Source: an optimization exercise on an open RTL-to-GDS flow (aim: small area, a short achievable clock period and few clock cycles per item). Production flows keep margins and buffers that such runs may drop. The RTL was checked by simulation tests, not by an equivalence proof against the original design.

==> flow/design.v <==
`timescale 1ns/1ps
`default_nettype none
module mult_unit #(
    parameter integer LATENCY    = 3    
) (
    input  logic        clk_i,
    input  logic        rst_ni,
    input  logic        start_i,       
    input  logic [2:0]  op_type_i,     
    input  logic [31:0]       operand_a_i,   
    input  logic [31:0]       operand_b_i,   
    output logic [31:0]       result_o,      
    output logic        done_o,        
    output logic        exception_valid_o,  
    output logic [31:0] exception_cause_o   
);
    localparam integer DATA_WIDTH = 32;
    localparam logic [2:0] OP_TYPE_MUL    = 3'b000;  
    localparam logic [2:0] OP_TYPE_MULH   = 3'b001;  
    localparam logic [2:0] OP_TYPE_MULHSU = 3'b010;  
    localparam logic [2:0] OP_TYPE_MULHU  = 3'b011;  
    logic [31:0] operand_a_q, operand_b_q;
    logic [2:0] op_type_q;
    logic [63:0] product_ss;  
    logic [63:0] product_su;  
    logic [63:0] product_uu;  
    logic [LATENCY-1:0] busy_q;
    always_ff @(posedge clk_i or negedge rst_ni) begin
        if (!rst_ni) begin
            operand_a_q <= '0;
            operand_b_q <= '0;
            op_type_q   <= '0;
        end else if (start_i) begin
            operand_a_q <= operand_a_i;
            operand_b_q <= operand_b_i;
            op_type_q   <= op_type_i;
        end
    end
    assign product_ss = $signed(operand_a_q) * $signed(operand_b_q);  
    assign product_su = $signed({operand_a_q[DATA_WIDTH-1], operand_a_q}) * $signed({1'b0, operand_b_q});  
    assign product_uu = operand_a_q * operand_b_q;                    
    always_comb begin
        case (op_type_q)
            OP_TYPE_MUL:    result_o = product_ss[DATA_WIDTH-1:0];      
            OP_TYPE_MULH:   result_o = product_ss[2*DATA_WIDTH-1:DATA_WIDTH];  
            OP_TYPE_MULHSU: result_o = product_su[2*DATA_WIDTH-1:DATA_WIDTH];  
            OP_TYPE_MULHU:  result_o = product_uu[2*DATA_WIDTH-1:DATA_WIDTH];  
            default:        result_o = '0;
        endcase
    end
    always_ff @(posedge clk_i or negedge rst_ni) begin
        if (!rst_ni) begin
            busy_q <= '0;
        end else begin
            if (start_i) begin
                busy_q <= {1'b1, {LATENCY-1{1'b0}}};  
            end else begin
                busy_q <= {1'b0, busy_q[LATENCY-1:1]};  
            end
        end
    end
    assign done_o = busy_q[0];  
    assign exception_valid_o = 1'b0;
    assign exception_cause_o = '0;
endmodule
==> flow/run.sh <==
#!/bin/bash
# synth_recipe.tcl (not shown) runs the flow's synth.tcl, then flattens the netlist and writes it again
# the make line also repeats each setting of config.mk as NAME=value (left out here)
make -C /OpenROAD-flow-scripts/flow DESIGN_CONFIG=/design/flow/config.mk WORK_HOME=/design/flow/orfs CLKGATE_MAP_FILE= SYNTH_SCRIPT=/design/flow/synth_recipe.tcl finish
==> flow/config.mk <==
export PLATFORM = sky130hd
export DESIGN_NAME = mult_unit
export DESIGN_NICKNAME = mult_unit
export VERILOG_FILES = /design/flow/design.v
export SDC_FILE = /design/flow/constraint.sdc
export NUM_CORES = 4
export LEC_CHECK = 0
export CAP_MARGIN = 20
export CORE_MARGIN = 2
export CORE_UTILIZATION = 40
export SLEW_MARGIN = 20
==> flow/constraint.sdc <==
create_clock -name core_clock -period 15.0 [get_ports {clk_i}]
set_input_delay 3.0000 -clock core_clock [delete_from_list [all_inputs] [get_ports {clk_i}]]
set_output_delay 3.0000 -clock core_clock [all_outputs]
set_load 0.01 [all_outputs]
==> results.txt <==
Floorplanning
The die covers approximately 200000 µm². From left edge to right edge, the die measures between 400 and 500 µm. The initialized floorplan defines around 160 standard-cell rows. The count of pins on the block boundary is approximately 140. Once the floorplan was initialized, standard cells occupied 40.4% of the core.

The area inside the core boundary is 198000 µm². The die is about 450 µm tall.

Clock network
Buffers inserted to repair hold after CTS numbered 0. The clock transition at the register clock pins on the worst setup and hold paths after CTS is 120 ps. CTS saw 70 sinks. TritonCTS built the clock tree. Once the clock tree was built, the resizer swapped 0 gates to a different size. The maximum number of buffers from clock root to sink is 2. The TritonCTS buffer count is 9. The clock root buffer master is clkbuf_16. The buffer count from post-CTS setup fixing is 0. The later pin in the worst-skew pair is clocked with a latency of between 400 and 500 ps. The H-tree was split into 3 levels.

Routing
After detailed routing, the number of remaining DRC violations is 0. After detailed routing, the total wire length is around 250 mm. The first routing iteration left approximately 3700 violations. The remaining number of nets flagged by the antenna check after routing is 0. For this run, the detailed router's first-pass iteration total came to 6. The final routed wire length divided by cell count is 23.3 µm.

The via density per instance is 5.05. The final route contains roughly 55000 vias.

Placement
The congestion estimate from routability-driven global placement came to between 1 and 1.5. The number of buffers inserted by port buffering is 102. The placed wire-length estimate is roughly 230 mm.

Yosys
The number of enable flip-flop cells after synthesis is 0. The most used flip-flop cell after synthesis is dfrtp_1. Ranked by total cell area, the synthesized netlist is headed by fa_1 (57%), inv_1 (13%), ha_1 (10%). The number of register bits inferred by synthesis is 70. The number of instances in the synthesized netlist is between 8000 and 9000. Summed over all instances, the cell type with the most area after synthesis is fa_1. Ranked by instance count, the synthesized netlist is headed by inv_1 (2696), fa_1 (2275), nand2_1 (705), ha_1 (657), and2_1 (445). The post-synthesis instance area is 79800 µm². Each instance of the synthesized netlist takes up on average slightly below 10 µm².

The most repeated cell in the gate-level netlist after synthesis is inv_1. The unique cell type count in the Yosys netlist is between 80 and 90. For this run, the number of Yosys warnings is 1. Sequential cells were found to cover under 10% of the synthesized design area. The async set-reset flop share out of synthesis is between 90% and 100%. The top cell type's share of synthesized area is between 50 and 60%.

Outcome
The run finished with no timing, DRC or antenna violations.

Layout
The growth of design area from synthesis to finish is 5.47%. The fraction of final layout cells sized beyond drive strength 1 is 2.57%. Once layout is complete, the utilization of the core stands at 42.6%. Summing all flip-flop and latch instances after layout gives 1750 µm². The total of fill cells in the finished design is around 19000. The number of nets at the end of the flow is roughly 11000. In the final layout, the multi-input gates occupy between 60000 and 70000 µm².

Worst setup path
The largest stage delay on the critical path is roughly 1100 ps. The cell with the largest stage delay on the worst path is dfrtp_1. In this design, the critical path's most frequently occurring cell is fa_1. Along the worst path, the maximum fanout reaches 19. The kind of critical path is reg2out. The type of destination of the critical path is an output pin.

At the worst endpoint, the arrival time is between 10000 and 15000 ps. The nature of the critical path startpoint is a flip-flop. At the worst endpoint, the required time is approximately 12000 ps.

Timing
The final number of hold-violating endpoints is 0. Setup violations remaining at the end of the flow were counted as 0. Setup repair after global routing left no endpoint under its margin.

The maximum clock rate is ~0.07 GHz. The clock period could shrink to 14320 ps. Across the routed clock network, the largest skew measured is ~0.10 ps. For the pin with the worst max-slew slack, the measured transition is 1170 ps.

Setup total negative slack on the finished layout was measured at 0 ps. The number of max-slew violations in the final report came to 0. The share of the clock period used by the worst path is a little over nine tenths. Headroom to the max-slew limit came out at approximately 22%. The worst hold margin is 467 ps.

Global routing
The total routing resource utilization after global routing is 25.9%. The via count of the first global-routing pass was ~63000. Summed over all layers, the global routing overflow is 0.

The initial antenna violation count came to 10. The first global-routing pass estimated between 300 and 400 mm of wire. Entering global routing, the biggest net connects 46 pins.

Min path
The worst min-delay path category is reg2reg.

Job
The number of max-cap violations is 0.
-- sequential cells by signal, summed over array words and instances (netlist names) --
signal / count
operand_b_q: 32
op_type_q: 3
busy_q: 3
operand_a_q: 32
-- area by class of cell --
cell class              instances  share of cell area [%]
multi-input cells            5234                    79.4
diodes                          9                  0.0267
clock buffers                   9                   0.267
repair buffers                201                    2.14
clock inverters                 7                   0.123
flip-flops and latches         70                    2.08
inverters                    2696                    12.0
well taps                    2640                    3.92
-- critical path, delay by kind of cell, from the launching register on --
kind	cells	cell delay, ps
adders and majority gates	9	4610
DFF	1	1130
and+or+nand+nor	2	830
xor gates and xnor gates	1	250
buffers and inverters	7	1510
AOI/OAI and AO/OA	7	2440
-- path summary, 6_finish.rpt --
path / from / to / slack (ps) / cells past startpoint
worst max-delay path: operand_b_q[19] / result_o[28] / 680 / 26
worst min-delay path: busy_q[2] / busy_q[1] / 470 / 1
worst max register to register: operand_b_q[31] / operand_b_q[31] / 12280 / 4
worst min register to register: busy_q[2] / busy_q[1] / 470 / 1
max in group asynchronous: rst_ni / operand_b_q[31] / 11240 / 3
min in group asynchronous: rst_ni / operand_b_q[10] / 2520 / 1
-- placed cells by master (no fill, tap or decap), types with 26 or more instances in the layout --
cell and instances:
o21ai_0 107, nand2_1 705, buf_4 98, xnor2_1 86
inv_1 2696, mux2_2 65, ha_1 657, fa_1 2275
a21oi_1 178, nand3_1 41, nand4_1 34, and2_1 445
nor2_1 137, a31oi_1 26, dfrtp_1 68, a21o_1 86
conb_1 33, clkdlybuf4s50_1 100, xor2_1 61
-- stage by stage --
stage | std cells | setup slack [ps] | area, µm²
finish | 10900 | 677 | 84200
global route | 10900 | 461 | 84200
CTS | 10900 | 798 | 84100
detailed placement | 10800 | 1420 | 83800
global placement | 10800 | 1380 | 83800
floorplan | 8291 | 3920 | 79900
-- metal layers --
metal  GRT usage [%]  share of wire, %
met5               0            0.0051
met4            16.5               7.9
met3            2.59               4.7
met2            45.4                51
met1            30.3                36
-- kinds of logic (layout without fill, tap and decap cells) --
| group | after synthesis | in the layout | share of synthesized area [%] |
|---|---|---|---|
| compound gates | 586 | 586 | 4.79 |
| xor+xnor | 147 | 147 | 1.61 |
| fa+ha+maj | 2932 | 2932 | 67.4 |
| buf+inv | 2987 | 2913 | 14.2 |
| flops | 70 | 70 | 2.19 |
| mux | 73 | 73 | 1.02 |
| other cells | 1 | 42 | 0.00470 |
| simple gates | 1463 | 1463 | 8.82 |
Testbench counts, summed over its fixed seeds: cycles 4,808, ops 1,600.

## afterwards: timing with drivers on the ports
How much do the figures lean on ideal ports? The routed layout below was timed once more, with nothing changed but the port constraints. Step 1 assumes that a clkbuf_16 drives the clock port and a buf_2 every other input. Step 2 moves the port delays by t, midway between the first and last clock arrival at a register: inputs arrive t later, outputs are due t later. That takes back most of the time a late clock gives input paths. Slacks: ideal ports / drivers / drivers and shift; pairs: ideal ports / drivers.
t (ns): 0.556
setup slack, ns: 0.677 / 0.616 / 1.172
worst setup path after step 2: register to output
latest minus earliest clock arrival (ns): 0.042 / 0.042
worst register clock-pin slew, ns: 0.12 / 0.12
After both steps this run still meets setup and hold. The setup slack of this run moves by -0.061 ns with the drivers and by +0.495 ns with both steps.
